This design comes from an exercise in tuning for small area on the open sky130 flow, not from production work.
Where RTL was checked, it was by simulation tests only, not by an equivalence proof against the original.
The RTL of runs 1 and 2 was laid out without a check of its function.
Power and IR drop assume default switching activity.

## flow/design.v (module list and top-level ports; edited modules follow where they fit)
// module sprite_rom: 925 lines
// module colour_out: 148 lines
// module tile_rom: 285 lines
// module vga_controller: 31 lines
// module rca: 15 lines
// module color_mapper: 67 lines
// module wal_video: 85 lines
module wal_video (
    input  logic        clk,
    input  logic        rst,         
    input  logic        reg_we,
    input  logic [3:0]  reg_addr,    
    input  logic [31:0] reg_wdata,
    output logic [11:0] vram_addr,
    input  logic [31:0] vram_rdata,
    output logic        hs,
    output logic        vs,
    output logic        vde,
    output logic [3:0]  red,
    output logic [3:0]  green,
    output logic [3:0]  blue
);
  // ...
==> flow/flow/run.sh <==
#!/bin/bash
# Own layout flow: the standard layout (standard.sh), except that
#  - synthesis maps the combinational logic with an area-oriented ABC script
#    (flow/area.script); everything else in synthesis, including the
#    registers, is the standard synthesis (flow/my_synth.tcl is
#    synth_recipe.tcl with the abc call's script swapped);
#  - synthesis leaves adders to ABC instead of mapping them to the
#    library's full/half-adder cells (ADDER_MAP_FILE empty);
#  - port buffers are the smallest buffer (sky130_fd_sc_hd__buf_1);
#  - clock tree synthesis without dummy loads (CTS_ARGS: the standard
#    arguments with CTS_CLUSTER_SIZE / CTS_CLUSTER_DIAMETER from config.mk,
#    plus -dont_use_dummy_load).
set -euo pipefail
W=$(pwd)
F=$W/flow
sed "s#SYNTH_SCRIPT=[^ ]*#SYNTH_SCRIPT=$F/my_synth.tcl#" standard.sh > $W/my_standard.sh
grep -q "SYNTH_SCRIPT=$F/my_synth.tcl" $W/my_standard.sh
export MY_ABC_SCRIPT=$F/area.script
export ADDER_MAP_FILE=
export BUFFER_PORTS_ARGS="-buffer_cell sky130_fd_sc_hd__buf_1"
export CTS_ARGS="-sink_clustering_enable -repair_clock_nets -sink_clustering_size 24 -sink_clustering_max_diameter 70 -dont_use_dummy_load"
bash $W/my_standard.sh finish > $W/flow_make.log 2>&1
==> flow/flow/area.script <==
strash
ifraig
scorr
dc2
dch -f
amap -m -F 2 -A 6
strash
dch -f
amap -m -F 2 -A 6
topo
==> flow/flow/my_synth.tcl <==
proc synth {args} { yosys synth -nofsm -noshare {*}$args }
proc abc {args} {
  set i [lsearch -exact $args -script]
  if {$i >= 0} { set args [lreplace $args $i [expr {$i+1}] -script $::env(MY_ABC_SCRIPT)] }
  yosys abc {*}$args
}
source $::env(SCRIPTS_DIR)/synth.tcl
# left out here: clear keep_hierarchy, flatten, clean up, hide names made inside functions, write 1_2_yosys.v
==> flow/standard.sh <==
#!/bin/bash
# synth_recipe.tcl (not shown) runs the flow's synth.tcl, then flattens the netlist and writes it again
# the make line also repeats each setting of config.mk as NAME=value (left out here)
make -C /OpenROAD-flow-scripts/flow DESIGN_CONFIG=/design/flow/config.mk WORK_HOME=/design/flow/orfs CLKGATE_MAP_FILE= SYNTH_SCRIPT=/design/flow/synth_recipe.tcl "${@:-finish}"
==> flow/config.mk <==
export PLATFORM = sky130hd
export DESIGN_NAME = wal_video
export DESIGN_NICKNAME = wal_video
export VERILOG_FILES = /design/flow/design.v
export SDC_FILE = /design/flow/constraint.sdc
export NUM_CORES = 4
export LEC_CHECK = 0
export ABC_AREA = 1
export CAP_MARGIN = 0
export CORE_MARGIN = 2
export CORE_UTILIZATION = 40
export CTS_CLUSTER_DIAMETER = 70
export CTS_CLUSTER_SIZE = 24
export SLEW_MARGIN = 0
export SYNTH_MEMORY_MAX_BITS = 32768
==> flow/constraint.sdc <==
create_clock -name core_clock -period 18.0 [get_ports {clk}]
set_input_delay 3.6000 -clock core_clock [delete_from_list [all_inputs] [get_ports {clk}]]
set_output_delay 3.6000 -clock core_clock [all_outputs]
set_load 0.01 [all_outputs]
==> impl_metrics.toml, run 1 <==
[place]
pre_cts_slack_ns = 2.09
dp_hpwl_um = 37500

[global_routing]
antenna_found_initial = 0
grt_pass1_vias = 13100

[yosys]
synth_cells = 1639
yosys_warnings = 3

[worst_setup_path]
cp-start-kind = "flip-flop"
rr_endpoint = "vga.y[9]$_SDFFE_PP0P_"
max_stage_delay_ns = 0.65
slowest_stage = "dfxtp_1"

[detailed_routing]
wl_met2_um = 22800
drtIter0Drc = 1598
routed_wl_um = 51800

[hold_path]
min_path_cells = 1
min-delay-start = "vga.y[9]$_SDFFE_PP0P_"
hold_path.class = "reg -> reg"

[sta]
worst_pin_slew_ns = 1.23
worst_clock_skew_ns = 0.00474

[cells_and_area]
largest_reg_flops = 100
drive_gt1_share_pct = 6.18
stdcell_area_sq_um = 16500
ff_latch_area_sq_um = 7290
fin_cells = 2289
clk_share_pct = 2.42

[power]
p_int_uw = 844

[outcome]
status = "timing/DRC/antenna clean"

[floorplanning]
nWellTaps = 461
==> inputs of run 2 (changes only) <==
--- a/flow/flow/run.sh
+++ b/flow/flow/run.sh
@@ -6,6 +6,8 @@
 #    synth_recipe.tcl with the abc call's script swapped);
 #  - synthesis leaves adders to ABC instead of mapping them to the
 #    library's full/half-adder cells (ADDER_MAP_FILE empty);
+#  - the resizer may swap a cell for one of another footprint
+#    (MATCH_CELL_FOOTPRINT=0);
 #  - port buffers are the smallest buffer (sky130_fd_sc_hd__buf_1);
 #  - clock tree synthesis without dummy loads (CTS_ARGS: the standard
 #    arguments with CTS_CLUSTER_SIZE / CTS_CLUSTER_DIAMETER from config.mk,
@@ -13,7 +15,7 @@
 set -euo pipefail
 W=$(pwd)
 F=$W/flow
-sed "s#SYNTH_SCRIPT=[^ ]*#SYNTH_SCRIPT=$F/my_synth.tcl#" standard.sh > $W/my_standard.sh
+sed -e "s#SYNTH_SCRIPT=[^ ]*#SYNTH_SCRIPT=$F/my_synth.tcl MATCH_CELL_FOOTPRINT=0#" standard.sh > $W/my_standard.sh
 grep -q "SYNTH_SCRIPT=$F/my_synth.tcl" $W/my_standard.sh
 export MY_ABC_SCRIPT=$F/area.script
 export ADDER_MAP_FILE=
==> impl_metrics.toml, run 2 <==
[outcome]
status = "timing/DRC/antenna clean"

[floorplanning]
io_pins = 98
core_area_sq_um = 35700
dieArea_sq_um = 37800
die_x_um = 195
initial_core_util_pct = 40.7
fp.dieH_um = 195
rows = 69

[power]
p_leak_nw = 5.17
ir_worst_vdd_mv = 0.0577
power.density_nw_per_um2 = 68.2

[worst_setup_path]
crit_family = "compound AO/OA/AOI/OAI gates"
rr_worst_depth = 20
critical_path_cell_count = 60
max_stage_delay_ns = 0.65
slowest_stage = "dfxtp_1"
cpMostUsedCell = "nor2_1"
cp_num_buf_inv = 12
cp.required_ns = 14.40
end_kind = "output port"
crit_fanout = 19
cp-start-kind = "flip-flop"
critPathKind = "reg -> out"
critical_path_arrival_ns = 12.76

[flow_run]
maxCapViolCount = 0

[sta]
worst_clock_skew_ns = 0.00474
worst_pin_slew_ns = 1.23
fin_setup_tns_ns = 0
min_period_ns = 16.36
hold_viol = 0
report.final.slew_viol_count = 0
post-route-period-util_pct = 90.9
slew-limit-headroom_pct = 17.9
rsz0062_at_grt = "no"
timing.fmax_ghz = 0.0611
finalSetupViolCount = 0

[yosys]
ys_ff_latch = 250
yosysTopAreaCellShare_pct = 47.2
synth.most_common_cell = "nor2_1"
synth_edf_count = 228
ys_types = 53
synth_area_leaders = "edfxtp_1, nor2_1, a21oi_1"
syn_area_per_cell_sq_um = 8.86
synth_cells = 1639
yosys_warnings = 3
syn_area_sq_um = 14500
synth_area_leader_cell = "edfxtp_1"
syn_nets = 1710
synth_seq_area_share_pct = 50.2
synthTopCellsByCount = "nor2_1, edfxtp_1, clkinv_1"
postSynth.asyncResetShare_pct = 0
ys.flop_type = "edfxtp_1"

[place]
routabilityCongestion = 0.932
place_inst = 2273
dp_hpwl_um = 37500
portBuffers = 93

[cells_and_area]
drive_gt1_share_pct = 6.18
final.fill_count = 3457
ff_latch_area_sq_um = 7290
final_common_cell = "nor2_1"
fin_cells = 2289
largest_reg_flops = 100
diodes = 0
layout_common_cells = "nor2_1, edfxtp_1, clkinv_1"
syn_to_final_growth_pct = 13.8
final_util_pct = 46.3
fin_nets = 1901
regMostFlops = "sx"
multiInputGateArea_sq_um = 6540
top_regs = "sx x100, sy x90, ty x30"

[cts]
clk_root_buffer_cell = "clkbuf_16"
cts_tree = "built"
post_cts_buffers = 0
cts_buffer_depth = 3
ctsHtreeMaxLevel = 1
clkTransAtPathRegs_ns = 0.09
numCtsBuffers = 16
clock_latency_ns = 0.47
cts_sinks = 250

[detailed_routing]
via_per_inst = 6.20
route.detailed.drc = 0
wl_per_cell_um = 22.7
vias = 14200
dr.pass1.iters = 6
routed_wl_um = 51800
drtIter0Drc = 1598
ant_nets = 0

[hold_path]
hold_path.class = "reg -> reg"
min_path_cells = 1

[global_routing]
grt_usage_pct = 26.6
grt_max_degree = 30
grt_pass1_wl_um = 77600
overflow = 0
grt_pass1_vias = 13100
antenna_found_initial = 0
## run 2: final cells by class
type                            instances  share of cell area (%)
Clock buffer                           16                    2.42
Tap cell                              461                    3.49
Multi-Input combinational cell       1188                    39.6
Sequential cell                       250                    44.1
Timing Repair Buffer                  176                    5.89
Inverter                              198                    4.50
## run 2: final timing paths
| kind | slack (ns) | to | start |
|---|---|---|---|
| max | 1.64 | blue[3] | vga.x[1]$_SDFF_PP0_ |
| min | 0.51 | vga.y[9]$_SDFFE_PP0P_ | vga.y[9]$_SDFFE_PP0P_ |
| max reg2reg | 13.41 | vga.y[9]$_SDFFE_PP0P_ | vga.x[1]$_SDFF_PP0_ |
| min reg2reg | 0.51 | vga.y[9]$_SDFFE_PP0P_ | vga.y[9]$_SDFFE_PP0P_ |
## run 2: worst reg2reg max path, cell delays in order, from the launching register on
cell and delay (ns):
dfxtp_1 0.65, clkinv_1 0.33, nor2_1 0.24, clkinv_1 0.16
nor2_1 0.22, clkinv_1 0.16, nor3_1 0.49, nand2_1 0.14
nor3_1 0.17, nand2_1 0.13, nor2_1 0.19, clkinv_1 0.14
nor4_1 0.41, clkinv_1 0.17, nor2_1 0.16, clkinv_1 0.11
nor2_1 0.14, clkinv_1 0.11, nor2_1 0.17, o21ai_0 0.11
a21oi_1 0.13
## run 2: routing by layer
| layer | up-vias | track usage [%] | wire (um) | part of all wire (%) |
|---|---|---|---|---|
| li1 | 6637 | - | - | - |
| met1 | 6694 | 38.6 | 22700 | 44 |
| met2 | 768 | 41.6 | 22800 | 44 |
| met3 | 102 | 3.68 | 4910 | 9.5 |
| met4 | 0 | 7.64 | 1420 | 2.7 |
| met5 | - | 0 | 0 | 0 |
## run 2: power by group
group / leakage [nW] / internal (mW) / switching [mW] / total (mW)
sequential: 2.23 / 0.640 / 0.00583 / 0.646
combinational: 2.74 / 0.0460 / 0.0954 / 0.141
clock: 0.197 / 0.159 / 0.181 / 0.340
total: 5.17 / 0.844 / 0.282 / 1.13
## run 2: cell families (layout without fill, tap and decap cells)
kind of cell	count (synthesis)	in the layout	share of synthesized area (%)
AOI/OAI and AO/OA	643	643	28.4
xor gates and xnor gates	8	8	0.483
buffers and inverters	201	390	5.27
DFF	250	250	50.2
and+or+nand+nor	537	537	15.6
## run 2: per-stage QoR
stage	worst slack, ns	hold slack, ns	total power [mW]	instance area (sq um)
finish	1.64	0.505	1.13	16500
global route	0.311	0.535	1.16	16500
CTS	1.51	0.504	1.13	16500
detailed placement	2.09	0.488	0.796	16100
global placement	2.14	0.460	0.798	16100
floorplan	3.22	0.447	0.737	14500
## run 2: timing repair
action,CTS,global route
setup endpoints to repair,0,2
hold endpoints to repair,0,0
hold buffers,0,0
resized for setup,0,1
==> module vga_controller, before the edit <==
module vga_controller (
    input  logic       clk,
    input  logic       rst,
    output logic [9:0] x,        
    output logic [9:0] y,        
    output logic       hs,
    output logic       vs,
    output logic       vde
);
    logic       xlast, ylast;
    logic [9:0] xi, yi, yn;
    logic [10:0] cx, cy;
    assign cx[0] = 1'b1;
    assign cy[0] = 1'b1;
    for (genvar i = 0; i < 10; i++) begin : g_inc
        assign xi[i]   = x[i] ^ cx[i];
        assign cx[i+1] = x[i] & cx[i];
        assign yi[i]   = y[i] ^ cy[i];
        assign cy[i+1] = y[i] & cy[i];
    end
    assign xlast = (x == 10'd799);
    assign ylast = (y == 10'd524);
    assign yn = rst ? 10'd0 : xlast ? (ylast ? 10'd0 : yi) : y;
    always_ff @(posedge clk) begin
        x  <= (rst | xlast) ? 10'd0 : xi;
        y  <= yn;
        hs <= ~rst & ~((x >= 10'd655) & (x <= 10'd750));
        vs <= ~rst & ~((y == 10'd489) | (y == 10'd490));
    end
    assign vde = ~(x[9] & (x[8] | x[7])) & ~y[9] & ~(y[8] & y[7] & y[6] & y[5]);
endmodule
==> inputs of run 3 (changes only) <==
--- a/flow/design.v
+++ b/flow/design.v
@@ -1366,21 +1366,19 @@
     output logic       vde
 );
     logic       xlast, ylast;
-    logic [9:0] xi, yi, yn;
-    logic [10:0] cx, cy;
-    assign cx[0] = 1'b1;
-    assign cy[0] = 1'b1;
-    for (genvar i = 0; i < 10; i++) begin : g_inc
-        assign xi[i]   = x[i] ^ cx[i];
-        assign cx[i+1] = x[i] & cx[i];
-        assign yi[i]   = y[i] ^ cy[i];
-        assign cy[i+1] = y[i] & cy[i];
-    end
+    logic [9:0] ci, inc, yn;
+    logic [10:0] c;
     assign xlast = (x == 10'd799);
     assign ylast = (y == 10'd524);
-    assign yn = rst ? 10'd0 : xlast ? (ylast ? 10'd0 : yi) : y;
+    assign ci   = xlast ? y : x;
+    assign c[0] = 1'b1;
+    for (genvar i = 0; i < 10; i++) begin : g_inc
+        assign inc[i]  = ci[i] ^ c[i];
+        assign c[i+1]  = ci[i] & c[i];
+    end
+    assign yn = rst ? 10'd0 : xlast ? (ylast ? 10'd0 : inc) : y;
     always_ff @(posedge clk) begin
-        x  <= (rst | xlast) ? 10'd0 : xi;
+        x  <= (rst | xlast) ? 10'd0 : inc;
         y  <= yn;
         hs <= ~rst & ~((x >= 10'd655) & (x <= 10'd750));
         vs <= ~rst & ~((y == 10'd489) | (y == 10'd490));
--- a/flow/flow/run.sh
+++ b/flow/flow/run.sh
@@ -6,8 +6,6 @@
 #    synth_recipe.tcl with the abc call's script swapped);
 #  - synthesis leaves adders to ABC instead of mapping them to the
 #    library's full/half-adder cells (ADDER_MAP_FILE empty);
-#  - the resizer may swap a cell for one of another footprint
-#    (MATCH_CELL_FOOTPRINT=0);
 #  - port buffers are the smallest buffer (sky130_fd_sc_hd__buf_1);
 #  - clock tree synthesis without dummy loads (CTS_ARGS: the standard
 #    arguments with CTS_CLUSTER_SIZE / CTS_CLUSTER_DIAMETER from config.mk,
@@ -15,7 +13,7 @@
 set -euo pipefail
 W=$(pwd)
 F=$W/flow
-sed -e "s#SYNTH_SCRIPT=[^ ]*#SYNTH_SCRIPT=$F/my_synth.tcl MATCH_CELL_FOOTPRINT=0#" standard.sh > $W/my_standard.sh
+sed "s#SYNTH_SCRIPT=[^ ]*#SYNTH_SCRIPT=$F/my_synth.tcl#" standard.sh > $W/my_standard.sh
 grep -q "SYNTH_SCRIPT=$F/my_synth.tcl" $W/my_standard.sh
 export MY_ABC_SCRIPT=$F/area.script
 export ADDER_MAP_FILE=
--- a/flow/config.mk
+++ b/flow/config.mk
@@ -11,5 +11,6 @@
 export CORE_UTILIZATION = 40
 export CTS_CLUSTER_DIAMETER = 70
 export CTS_CLUSTER_SIZE = 24
+export PLACE_DENSITY = 0.8
 export SLEW_MARGIN = 0
 export SYNTH_MEMORY_MAX_BITS = 32768
==> impl_metrics.toml, run 3 <==
[yosys]
ys_types = 56
synth_mux_area_share_pct = 0
synthTopCellsByCount = "nor2_1, edfxtp_1, clkinv_1"
yosysTopAreaCellShare_pct = 47.3
synth_area_leader_cell = "edfxtp_1"
yosys_warnings = 3
ys.flop_type = "edfxtp_1"
synth_area_leaders = "edfxtp_1, nor2_1, a21oi_1"
synth_top_family_by_area = "compound AO/OA/AOI/OAI gates"
syn_area_per_cell_sq_um = 8.96
syn_nets = 1686
synth_seq_area_share_pct = 50.4
synth_xor_xnor_area_share_pct = 0.726
synth_edf_count = 228
synthAdderAreaFrac_pct = 0
synth_compound_area_share_pct = 28.9
ys_ff_latch = 250
postSynth.asyncResetShare_pct = 0
synth.most_common_cell = "nor2_1"
synthSimpleGateAreaFrac_pct = 15.4
synth_cells = 1615
syn_area_sq_um = 14500

[cells_and_area]
final_common_cell = "nor2_1"
syn_to_final_growth_pct = 13.1
layout_common_cells = "nor2_1, edfxtp_1, clkinv_1"
drive_gt1_share_pct = 5.57
top_regs = "sx x100, sy x90, ty x30"
regMostFlops = "sx"
stdcell_area_sq_um = 16400
final_util_pct = 46.0
fin_nets = 1867
largest_reg_flops = 100
final.fill_count = 3347

[worst_setup_path]
cp-start-kind = "flip-flop"
end_kind = "output port"
startpoint = "vga.y[0]$_SDFFE_PP0P_"
critical_path_arrival_ns = 13.05
slowest_stage = "dfxtp_1"
cp.required_ns = 14.40
endpoint = "blue[3]"
rr_endpoint = "vga.y[9]$_SDFFE_PP0P_"
rr_worst_depth = 16
max_stage_delay_ns = 0.71
reg2reg_slack_ns = 13.47
critPathKind = "reg -> out"
crit_fanout = 16
cpMostUsedCell = "nor2_1"
r2r-start = "vga.x[2]$_SDFF_PP0_"

[global_routing]
overflow = 0
antenna_found_initial = 0
grt_max_degree = 27
grt_pass1_wl_um = 74600
grt_pass1_vias = 13600
grt_usage_pct = 25.0

[cts]
ctsHtreeMaxLevel = 1
cts_buffer_depth = 3
holdBufCountCts = 0
clk_root_buffer_cell = "clkbuf_16"
clock_latency_ns = 0.47
clkTransAtPathRegs_ns = 0.10
cts_tree = "built"
numCtsBuffers = 15
post_cts_buffers = 0
cts_sinks = 250
ctsResizeCount = 0

[sta]
report.final.slew_viol_count = 0
fin_hold_ws_ns = 0.534
finalSetupViolCount = 0
timing.fmax_ghz = 0.0601
fin_setup_tns_ns = 0
hold_viol = 0
post-route-period-util_pct = 92.5
slew-limit-headroom_pct = 14.6
worst_clock_skew_ns = 0.0241
worst_pin_slew_ns = 1.27
min_period_ns = 16.65
rsz0062_at_grt = "no"

[place]
placed_area_sq_um = 16000
dp_hpwl_um = 35400
portBuffers = 93
routabilityCongestion = 0.988

[hold_path]
hold_path.class = "reg -> reg"

[detailed_routing]
vias = 14300
wl_per_cell_um = 21.7
routed_wl_um = 49000
dr.pass1.iters = 6
drtIter0Drc = 1976
route.detailed.drc = 0
via_per_inst = 6.35
ant_nets = 0

[power]
p_leak_nw = 5.09
p_total_mw = 1.11
ir_worst_vdd_mv = 0.0538
power.density_nw_per_um2 = 67.8

[floorplanning]
rows = 69
initial_core_util_pct = 40.7
io_pins = 98
core_area_sq_um = 35600
dieArea_sq_um = 37700
fp.dieH_um = 194
die_x_um = 194

[flow_run]
maxCapViolCount = 0

[outcome]
status = "timing/DRC/antenna clean"
## run 3: cell count changes after synthesis, sizes merged, moves of 5 or more
cell / delta
o22ai: +11
a221oi: +5
clkinv: -27
nor3: -9
a311oi: +5
nor2: -14
a211oi: -7
o21ai: +11
a2111oi: -6
## run 3: how the worst min path moves through the flow
stage,startpoint,end,slack (ns),depth (start not counted)
6_report,vga.y[9]$_SDFFE_PP0P_,vga.y[9]$_SDFFE_PP0P_,0.53,2
5_1_grt,vga.y[9]$_SDFFE_PP0P_,vga.y[9]$_SDFFE_PP0P_,0.55,2
4_1_cts,vga.y[9]$_SDFFE_PP0P_,vga.y[9]$_SDFFE_PP0P_,0.53,2
3_5_place_dp,vga.y[9]$_SDFFE_PP0P_,vga.y[9]$_SDFFE_PP0P_,0.52,2
3_3_place_gp,vga.y[9]$_SDFFE_PP0P_,vga.y[9]$_SDFFE_PP0P_,0.51,2
2_1_floorplan,vga.y[9]$_SDFFE_PP0P_,vga.y[9]$_SDFFE_PP0P_,0.48,2
## run 3: final cells by class
class / count / area [sq um] / area share [%]
antenna: 1 / 2.50 / 0.0153
tap: 461 / 577 / 3.53
clock buffer: 15 / 375 / 2.29
inverter: 171 / 642 / 3.92
timing repair buffer: 167 / 905 / 5.53
multi-input combinational: 1191 / 6580 / 40.2
sequential: 250 / 7290 / 44.5
## run 3: per-stage QoR
stage	setup slack, ns	std cells
finish	1.35	2256
global route	0.194	2255
CTS	1.77	2255
detailed placement	2.34	2240
global placement	2.41	2240
floorplan	3.82	1615
## run 3: power breakdown
group          internal [mW]  switching [mW]  total, mW
Combinational         0.0452          0.0903      0.136
Sequential             0.640         0.00701      0.647
Clock                  0.149           0.179      0.328
Total                  0.834           0.276       1.11
## run 3: logic make-up after synthesis
family,after synthesis
AOI/OAI and AO/OA,659
and+or+nand+nor,520
DFF,250
buffers and inverters,174
xor gates and xnor gates,12
## run 3: critical path, delay by kind of cell, from the launching register on
kind                   cells  cell delay (ns)
flip-flops                 1             0.71
AO/OA/AOI/OAI             29             4.81
XOR/XNOR                   1             0.19
AND/OR/NAND/NOR           23             4.37
buffers and inverters      9             2.48
## run 3: layer usage
layer	vias up	routed length (um)	track usage, %
met4	0	1770	9.57
met1	6688	19100	32.9
met3	146	5320	4.07
met2	921	22800	41.3
met5	-	0	0
li1	6579	-	-
==> inputs of run 4 (changes only) <==
--- a/flow/config.mk
+++ b/flow/config.mk
@@ -11,6 +11,5 @@
 export CORE_UTILIZATION = 40
 export CTS_CLUSTER_DIAMETER = 70
 export CTS_CLUSTER_SIZE = 24
-export PLACE_DENSITY = 0.8
 export SLEW_MARGIN = 0
 export SYNTH_MEMORY_MAX_BITS = 32768
==> impl_metrics.toml, run 4 <==
[yosys]
syn_nets = 1686
ys_types = 56
yosys_warnings = 3
yosysTopAreaCellShare_pct = 47.3
postSynth.asyncResetShare_pct = 0
ys.flop_type = "edfxtp_1"
ys_ff_latch = 250
synth_area_leaders = "edfxtp_1, nor2_1, a21oi_1"
synth.most_common_cell = "nor2_1"
synth_edf_count = 228
syn_area_sq_um = 14500
synth_seq_area_share_pct = 50.4
synthTopCellsByCount = "nor2_1, edfxtp_1, clkinv_1"
synth_cells = 1615
synth_area_leader_cell = "edfxtp_1"
syn_area_per_cell_sq_um = 8.96

[worst_setup_path]
crit_fanout = 21
cpMostUsedCell = "o21ai_0"
crit_family = "compound AO/OA/AOI/OAI gates"
end_kind = "output port"
slowest_stage = "o21ai_0"
critPathKind = "reg -> out"
critical_path_arrival_ns = 13.00
cp_num_buf_inv = 9
max_stage_delay_ns = 0.89
cp.required_ns = 14.40
cp-start-kind = "flip-flop"

[cts]
cts_sinks = 250
ctsHtreeMaxLevel = 1
post_cts_buffers = 0
cts_buffer_depth = 3
cts_tree = "built"
holdBufCountCts = 0
clock_latency_ns = 0.47
numCtsBuffers = 20
ctsResizeCount = 0
clkTransAtPathRegs_ns = 0.08
clk_root_buffer_cell = "clkbuf_16"

[cells_and_area]
largest_reg_flops = 100
drive_gt1_share_pct = 6.20
final_common_cell = "nor2_1"
regMostFlops = "sx"
final.fill_count = 3437
fin_nets = 1878
fin_cells = 2268
layout_common_cells = "nor2_1, edfxtp_1, clkinv_1"
top_regs = "sx x100, sy x90, ty x30"
syn_to_final_growth_pct = 14.3

[sta]
worst_clock_skew_ns = 0.0399
min_period_ns = 16.60
setup_ws_ns = 1.40
slew-limit-headroom_pct = 21.8
worst_pin_slew_ns = 1.16
rsz0062_at_grt = "no"
post-route-period-util_pct = 92.2
report.final.slew_viol_count = 0
finalSetupViolCount = 0
fin_setup_tns_ns = 0
timing.fmax_ghz = 0.0602
hold_viol = 0

[global_routing]
overflow = 0
grt_usage_pct = 25.4
antenna_found_initial = 4
grt_pass1_vias = 12900
grt_pass1_wl_um = 74900
grt_max_degree = 27

[power]
power.density_nw_per_um2 = 70.6
netSwitchingPower_uw = 286
seq_power_share_pct = 55.4
p_int_uw = 881
switching_share_pct = 24.5
ir_worst_vdd_mv = 0.0571
power_frac_comb_pct = 11.7
p_leak_nw = 5.17
clockPowerShare_pct = 32.9

[flow_run]
maxCapViolCount = 0

[outcome]
status = "timing/DRC/antenna clean"

[place]
portBuffers = 93
place_inst = 2246
dp_hpwl_um = 37800
pre_cts_slack_ns = 2.15
routabilityCongestion = 0.942

[floorplanning]
dieArea_sq_um = 37700
initial_core_util_pct = 40.7
core_area_sq_um = 35600
rows = 69
fp.dieH_um = 194
die_x_um = 194
io_pins = 98

[detailed_routing]
ant_nets = 0
routed_wl_um = 49200
wl_per_cell_um = 21.7
drtIter0Drc = 1628
dr.pass1.iters = 6
route.detailed.drc = 0
via_per_inst = 6.15
vias = 14000

[hold_path]
hold_path.class = "reg -> reg"
[run 4: cell counts after synthesis]
Identical to the previous run, type by type.
[run 4: power by group through the flow]
stage	clock network, mW	registers [mW]	logic (mW)
final	0.384	0.646	0.137
after global routing	0.408	0.647	0.149
after CTS	0.390	0.646	0.134
after detailed placement	0	0.659	0.133
after global placement	0	0.658	0.135
after floorplan	0	0.658	0.0779
[run 4: path summary, 6_finish.rpt]
kind / from / to / slack (ns) / cells past startpoint
setup reg to reg: vga.x[3]$_SDFF_PP0_ / vga.y[9]$_SDFFE_PP0P_ / 13.65 / 16
setup / recovery: vga.x[3]$_SDFF_PP0_ / blue[3] / 1.40 / 57
hold reg to reg: vga.y[9]$_SDFFE_PP0P_ / vga.y[9]$_SDFFE_PP0P_ / 0.54 / 2
hold / removal: vga.y[9]$_SDFFE_PP0P_ / vga.y[9]$_SDFFE_PP0P_ / 0.54 / 2
[run 4: worst min-delay path: stages, from the launching register on]
cell and delay, ns:
dfxtp_1 0.35, clkinv_1 0.06, o22ai_1 0.08
[run 4: logic make-up (layout without fill, tap and decap cells)]
logic type / Yosys count / count (layout) / share of synthesized area [%]
flops: 250 / 250 / 50.4
simple gates: 520 / 520 / 15.4
compound gates: 659 / 659 / 28.9
buf+inv: 174 / 364 / 4.59
other cells: 0 / 2 / 0
xor+xnor: 12 / 12 / 0.726
[run 4: metal layers]
| metal | vias to the layer above | wire, um | share of wire, % | global-route usage [%] |
|---|---|---|---|---|
| met2 | 640 | 22300 | 45 | 40.8 |
| met1 | 6610 | 21500 | 44 | 35.6 |
| met4 | 2 | 1230 | 2.5 | 6.43 |
| met5 | - | 12 | 0.024 | 0 |
| met3 | 89 | 4240 | 8.6 | 4.47 |
| li1 | 6618 | - | - | - |
[run 4: area by class of cell]
class / count / area (sq um) / area share, %
diodes: 2 / 5.00 / 0.0303
clock buffers: 20 / 500 / 3.03
inverters: 171 / 642 / 3.88
multi-input cells: 1191 / 6580 / 39.8
flip-flops and latches: 250 / 7290 / 44.1
well taps: 461 / 577 / 3.49
repair buffers: 173 / 950 / 5.74
[run 4: metrics by stage]
step / hold WS (ns) / total power [mW] / instance area, sq um / utilization [%]
detailed placement: 0.511 / 0.792 / 16000 / 45.1
CTS: 0.532 / 1.17 / 16500 / 46.5
global placement: 0.507 / 0.794 / 16000 / 45.1
floorplan: 0.479 / 0.736 / 14500 / -
finish: 0.539 / 1.17 / 16500 / 46.5
global route: 0.567 / 1.20 / 16500 / 46.5
==> inputs of run 5 (changes only) <==
--- a/flow/config.mk
+++ b/flow/config.mk
@@ -11,5 +11,6 @@
 export CORE_UTILIZATION = 40
 export CTS_CLUSTER_DIAMETER = 70
 export CTS_CLUSTER_SIZE = 24
+export PLACE_DENSITY = 0.95
 export SLEW_MARGIN = 0
 export SYNTH_MEMORY_MAX_BITS = 32768
==> impl_metrics.toml, run 5 <==
[cts]
cts_buffer_depth = 3
clock_latency_ns = 0.49
clk_root_buffer_cell = "clkbuf_16"
post_cts_buffers = 0
numCtsBuffers = 14
cts_sinks = 250
ctsResizeCount = 0
clkTransAtPathRegs_ns = 0.10
ctsHtreeMaxLevel = 1
holdBufCountCts = 0
cts_tree = "built"

[cells_and_area]
regMostFlops = "sx"
drive_gt1_share_pct = 4.51
multiInputGateArea_sq_um = 6580
largest_reg_flops = 100
final.fill_count = 3247
fin_cells = 2235
stdcell_area_sq_um = 16200
top_regs = "sx x100, sy x90, ty x30"
final_common_cell = "nor2_1"
syn_to_final_growth_pct = 11.9
layout_common_cells = "nor2_1, edfxtp_1, clkinv_1"
final_util_pct = 45.5
fin_nets = 1846
ff_latch_area_sq_um = 7290

[place]
routabilityCongestion = 0.966
placed_area_sq_um = 15800
place_inst = 2220
portBuffers = 93
dp_hpwl_um = 34700

[sta]
timing.fmax_ghz = 0.0591
slew-limit-headroom_pct = 14.5
min_period_ns = 16.93
finalSetupViolCount = 0
post-route-period-util_pct = 94.0
worst_pin_slew_ns = 1.28
report.final.slew_viol_count = 0
worst_clock_skew_ns = 0.00608
rsz0062_at_grt = "no"
hold_viol = 0
fin_setup_tns_ns = 0

[floorplanning]
io_pins = 98
fp.dieH_um = 194
die_x_um = 194
rows = 69
initial_core_util_pct = 40.7
dieArea_sq_um = 37700
core_area_sq_um = 35600

[yosys]
synthAdderAreaFrac_pct = 0
synth_edf_count = 228
synth.most_common_cell = "nor2_1"
syn_area_per_cell_sq_um = 8.96
ys.flop_type = "edfxtp_1"
synthSimpleGateAreaFrac_pct = 15.4
ys_types = 56
synth_compound_area_share_pct = 28.9
synth_area_leader_cell = "edfxtp_1"
ys_ff_latch = 250
synth_area_leaders = "edfxtp_1, nor2_1, a21oi_1"
synth_seq_area_share_pct = 50.4
syn_nets = 1686
synth_mux_area_share_pct = 0
yosys_warnings = 3
yosysTopAreaCellShare_pct = 47.3
synth_top_family_by_area = "compound AO/OA/AOI/OAI gates"
synth_cells = 1615
synthTopCellsByCount = "nor2_1, edfxtp_1, clkinv_1"
synth_xor_xnor_area_share_pct = 0.726
syn_area_sq_um = 14500
postSynth.asyncResetShare_pct = 0

[worst_setup_path]
slowest_stage = "clkinv_1"
critical_path_arrival_ns = 13.33
critPathKind = "reg -> out"
cp-start-kind = "flip-flop"
cp.required_ns = 14.40
crit_fanout = 24
cpMostUsedCell = "nor2_1"
max_stage_delay_ns = 0.93
end_kind = "output port"

[detailed_routing]
drtIter0Drc = 2515
vias = 14700
dr.pass1.iters = 9
wl_per_cell_um = 22.1
routed_wl_um = 49300
ant_nets = 0
route.detailed.drc = 0
via_per_inst = 6.57

[global_routing]
grt_pass1_wl_um = 74500
met3_usage_pct = 4.85
grt_usage_pct = 24.8
grtUsageMet1_pct = 32.5
grt_pass1_vias = 13800
grt_max_degree = 27
top_usage_layer = "met2"
use_met2_pct = 40.2
overflow = 0
antenna_found_initial = 3

[power]
p_total_mw = 1.09
ir_worst_vdd_mv = 0.0466
p_leak_nw = 4.97
power.density_nw_per_um2 = 67.4

[hold_path]
hold_path.class = "reg -> reg"

[outcome]
status = "timing/DRC/antenna clean"

[flow_run]
maxCapViolCount = 0
## run 5: cell families after synthesis
logic type,count (synthesis)
compound gates,659
xor+xnor,12
buf+inv,174
flops,250
simple gates,520
## run 5: worst max-delay path, delay by kind of cell, from the launching register on
family          cells  cell delay (ns)
buf+inv             8             2.16
flops               1             0.80
compound gates     29             6.75
simple gates       18             3.11
## run 5: area by class of cell
class | instances | area share (%)
sequential | 250 | 45.0
multi-input combinational | 1191 | 40.6
timing repair buffer | 147 | 4.66
inverter | 171 | 3.96
tap | 461 | 3.56
clock buffer | 14 | 2.16
antenna | 1 | 0.0155
## run 5: worst paths after layout
kind | from | endpoint | slack, ns | cells after the start
max | vga.y[1]$_SDFFE_PP0P_ | red[1] | 1.07 | 55
min | vga.y[9]$_SDFFE_PP0P_ | vga.y[9]$_SDFFE_PP0P_ | 0.54 | 2
max reg2reg | vga.x[3]$_SDFF_PP0_ | vga.y[9]$_SDFFE_PP0P_ | 13.55 | 16
min reg2reg | vga.y[9]$_SDFFE_PP0P_ | vga.y[9]$_SDFFE_PP0P_ | 0.54 | 2
## run 5: metal layers
metal  share of wire [%]  routed length [um]  vias to the layer above
met3                  13                6540                      219
li1                    -                   -                     6561
met5               0.067                  33                        -
met1                  37               18300                     6718
met2                  45               22300                     1193
met4                 4.2                2090                        4
## run 5: power breakdown
group	internal (mW)	switching, mW	leakage, nW
clock	0.140	0.173	0.173
combinational	0.0421	0.0894	2.57
sequential	0.640	0.00694	2.23
## run 5: metrics by stage
stage               setup WS (ns)  hold WS (ns)
finish                       1.07         0.541
floorplan                    3.82         0.479
global placement             2.34         0.507
CTS                          1.44         0.538
detailed placement           2.00         0.527
global route               0.0600         0.575
==> inputs of run 6 (changes only) <==
--- a/flow/config.mk
+++ b/flow/config.mk
@@ -8,9 +8,9 @@
 export ABC_AREA = 1
 export CAP_MARGIN = 0
 export CORE_MARGIN = 2
-export CORE_UTILIZATION = 40
+export CORE_UTILIZATION = 55
 export CTS_CLUSTER_DIAMETER = 70
 export CTS_CLUSTER_SIZE = 24
-export PLACE_DENSITY = 0.95
+export PLACE_DENSITY = 0.9
 export SLEW_MARGIN = 0
 export SYNTH_MEMORY_MAX_BITS = 32768
==> impl_metrics.toml, run 6 <==
[yosys]
ys_types = 56
yosys_warnings = 3
synth.most_common_cell = "nor2_1"
synth_edf_count = 228
synth_area_leaders = "edfxtp_1, nor2_1, a21oi_1"
synth_area_leader_cell = "edfxtp_1"
postSynth.asyncResetShare_pct = 0
ys_ff_latch = 250
synth_seq_area_share_pct = 50.4
yosysTopAreaCellShare_pct = 47.3
syn_nets = 1686
syn_area_per_cell_sq_um = 8.96
synth_cells = 1615
ys.flop_type = "edfxtp_1"
synthTopCellsByCount = "nor2_1, edfxtp_1, clkinv_1"
syn_area_sq_um = 14500

[power]
switching_share_pct = 24.7
ir_worst_vdd_mv = 0.0611
netSwitchingPower_uw = 272
seq_power_share_pct = 58.6
p_int_uw = 832
clockPowerShare_pct = 29.4
p_leak_nw = 5.02
power.density_nw_per_um2 = 68.5
power_frac_comb_pct = 12.0

[worst_setup_path]
reg2reg_slack_ns = 13.58
slowest_stage = "dfxtp_1"
r2r-start = "vga.x[2]$_SDFF_PP0_"
endpoint = "red[1]"
max_stage_delay_ns = 0.77
rr_worst_depth = 16
cp.required_ns = 14.40
cpMostUsedCell = "nor2_1"
crit_fanout = 20
critical_path_arrival_ns = 13.16
critPathKind = "reg -> out"
cp-start-kind = "flip-flop"
end_kind = "output port"
startpoint = "vga.y[2]$_SDFFE_PP0P_"
rr_endpoint = "vga.y[9]$_SDFFE_PP0P_"

[detailed_routing]
ant_nets = 0
route.detailed.drc = 0
dr.pass1.iters = 10
wl_per_cell_um = 22.4
drtIter0Drc = 2661
via_per_inst = 6.93
routed_wl_um = 47500
vias = 14700

[sta]
hold_viol = 0
post-route-period-util_pct = 93.1
worst_pin_slew_ns = 1.19
report.final.slew_viol_count = 0
fin_setup_tns_ns = 0
finalSetupViolCount = 0
rsz0062_at_grt = "no"
min_period_ns = 16.76
slew-limit-headroom_pct = 20.2
timing.fmax_ghz = 0.0597
worst_clock_skew_ns = 0.0186

[global_routing]
grt_pass1_vias = 13500
grtUsageMet1_pct = 43.6
use_met2_pct = 53.8
grt_usage_pct = 32.9
overflow = 0
grt_pass1_wl_um = 72500
antenna_found_initial = 3
met3_usage_pct = 6.63
grt_max_degree = 27
top_usage_layer = "met2"

[cells_and_area]
ff_latch_area_sq_um = 7290
syn_to_final_growth_pct = 11.3
final_common_cell = "nor2_1"
layout_common_cells = "nor2_1, edfxtp_1, clkinv_1"
drive_gt1_share_pct = 4.88
fin_nets = 1854
regMostFlops = "sx"
top_regs = "sx x100, sy x90, ty x30"
stdcell_area_sq_um = 16100
final.fill_count = 2103
largest_reg_flops = 100
multiInputGateArea_sq_um = 6580

[cts]
cts_buffer_depth = 3
ctsResizeCount = 0
clock_latency_ns = 0.47
ctsHtreeMaxLevel = 1
clkTransAtPathRegs_ns = 0.08
post_cts_buffers = 0
holdBufCountCts = 0
cts_tree = "built"
clk_root_buffer_cell = "clkbuf_16"
cts_sinks = 250
numCtsBuffers = 15

[place]
placed_area_sq_um = 15700
portBuffers = 93
dp_hpwl_um = 34700
routabilityCongestion = 1.01

[hold_path]
hold_path.class = "reg -> reg"

[flow_run]
maxCapViolCount = 0

[outcome]
status = "timing/DRC/antenna clean"

[floorplanning]
core_area_sq_um = 25900
io_pins = 98
rows = 59
fp.dieH_um = 166
initial_core_util_pct = 55.9
dieArea_sq_um = 27600
die_x_um = 166
-- run 6: cell count changes in the layout (fill, tap and decap cells not counted) --
cell,change
nor2b_2,-1
o21ai_0,+1
diode_2,+2
buf_4,+7
clkbuf_16,+1
o21ai_1,-1
nor2b_1,+1
-- run 6: final cells by class --
type | count | share of cell area (%)
Sequential cell | 250 | 45.2
Multi-Input combinational cell | 1191 | 40.8
Timing Repair Buffer | 154 | 5.01
Inverter | 171 | 3.98
Tap cell | 335 | 2.60
Clock buffer | 15 | 2.33
Antenna cell | 3 | 0.0466
-- run 6: power groups by stage --
stage / clock network (mW) / registers, mW / logic [mW]
finish: 0.325 / 0.647 / 0.132
global route: 0.341 / 0.648 / 0.144
CTS: 0.324 / 0.646 / 0.127
detailed placement: 0 / 0.660 / 0.127
global placement: 0 / 0.659 / 0.127
floorplan: 0 / 0.658 / 0.0779
-- run 6: routing by layer --
metal	vias to the layer above	share of wire [%]	wire length, um
met2	1265	45	21600
met4	0	4.4	2080
met5	-	0	0
met3	194	14	6870
li1	6544	-	-
met1	6673	36	16900
-- run 6: worst min-delay path by stage --
stage,startpoint,end,cells after the start,slack [ns]
finish,vga.y[9]$_SDFFE_PP0P_,vga.y[9]$_SDFFE_PP0P_,2,0.54
global route,vga.y[9]$_SDFFE_PP0P_,vga.y[9]$_SDFFE_PP0P_,2,0.56
CTS,vga.y[9]$_SDFFE_PP0P_,vga.y[9]$_SDFFE_PP0P_,2,0.53
detailed placement,vga.y[9]$_SDFFE_PP0P_,vga.y[9]$_SDFFE_PP0P_,2,0.52
global placement,vga.y[9]$_SDFFE_PP0P_,vga.y[9]$_SDFFE_PP0P_,2,0.51
floorplan,vga.y[9]$_SDFFE_PP0P_,vga.y[9]$_SDFFE_PP0P_,2,0.48
-- run 6: through the flow --
step / worst slack [ns] / util (%) / hold WS (ns) / power, mW / cells
2_1_floorplan: 3.82 / - / 0.479 / 0.736 / 1615
3_3_place_gp: 2.32 / 60.7 / 0.506 / 0.786 / 2101
3_5_place_dp: 2.31 / 60.7 / 0.518 / 0.786 / 2101
4_1_cts: 1.70 / 62.2 / 0.532 / 1.10 / 2116
5_1_grt: 0.153 / 62.2 / 0.557 / 1.13 / 2119
6_report: 1.24 / 62.2 / 0.542 / 1.10 / 2119
-- run 6: critical path: cells and delay by family, from the launching register on --
family / cells / cell delay, ns
buffers and inverters: 12 / 3.04
and+or+nand+nor: 21 / 4.06
AOI/OAI and AO/OA: 29 / 4.59
DFF: 1 / 0.77
xor gates and xnor gates: 1 / 0.21
-- run 6: kinds of logic after synthesis --
family / Yosys count / share of synthesized area (%)
xor gates and xnor gates: 12 / 0.726
AOI/OAI and AO/OA: 659 / 28.9
buffers and inverters: 174 / 4.59
and+or+nand+nor: 520 / 15.4
DFF: 250 / 50.4

port drivers added, routing unchanged:
In the flow no input, the clock included, has a driving cell. The finished layouts below were timed again as built, in two steps.
Step 1, drivers: a clkbuf_16 drives clk and a buf_2 each remaining input, both assumed.
Step 2 adds t to the input delays and takes it off the output delays; t is the mean of the earliest and latest rising clock arrival at the registers after step 1. Input paths then give back, and output paths get back, about the clock's delay inside the block.
Slacks: ideal ports / drivers / drivers and shift; pairs: ideal ports / drivers.
run	t (ns)	setup slack, ns	worst setup path at the end	slew at the worst register clock pin (ns)	worst slew at a driven data input, ns
run 1	0.531	1.643 / 1.600 / 2.131	register to output	0.10 / 0.10	0.04
run 2	0.531	1.643 / 1.600 / 2.131	register to output	0.10 / 0.10	0.04
run 3	0.526	1.349 / 1.306 / 1.832	register to output	0.10 / 0.10	0.09
run 4	0.541	1.399 / 1.348 / 1.889	register to output	0.08 / 0.08	0.11
run 5	0.517	1.074 / 1.031 / 1.548	register to output	0.10 / 0.10	0.09
run 6	0.532	1.242 / 1.192 / 1.725	register to output	0.10 / 0.10	0.11
After both steps setup and hold are still met in every run listed.
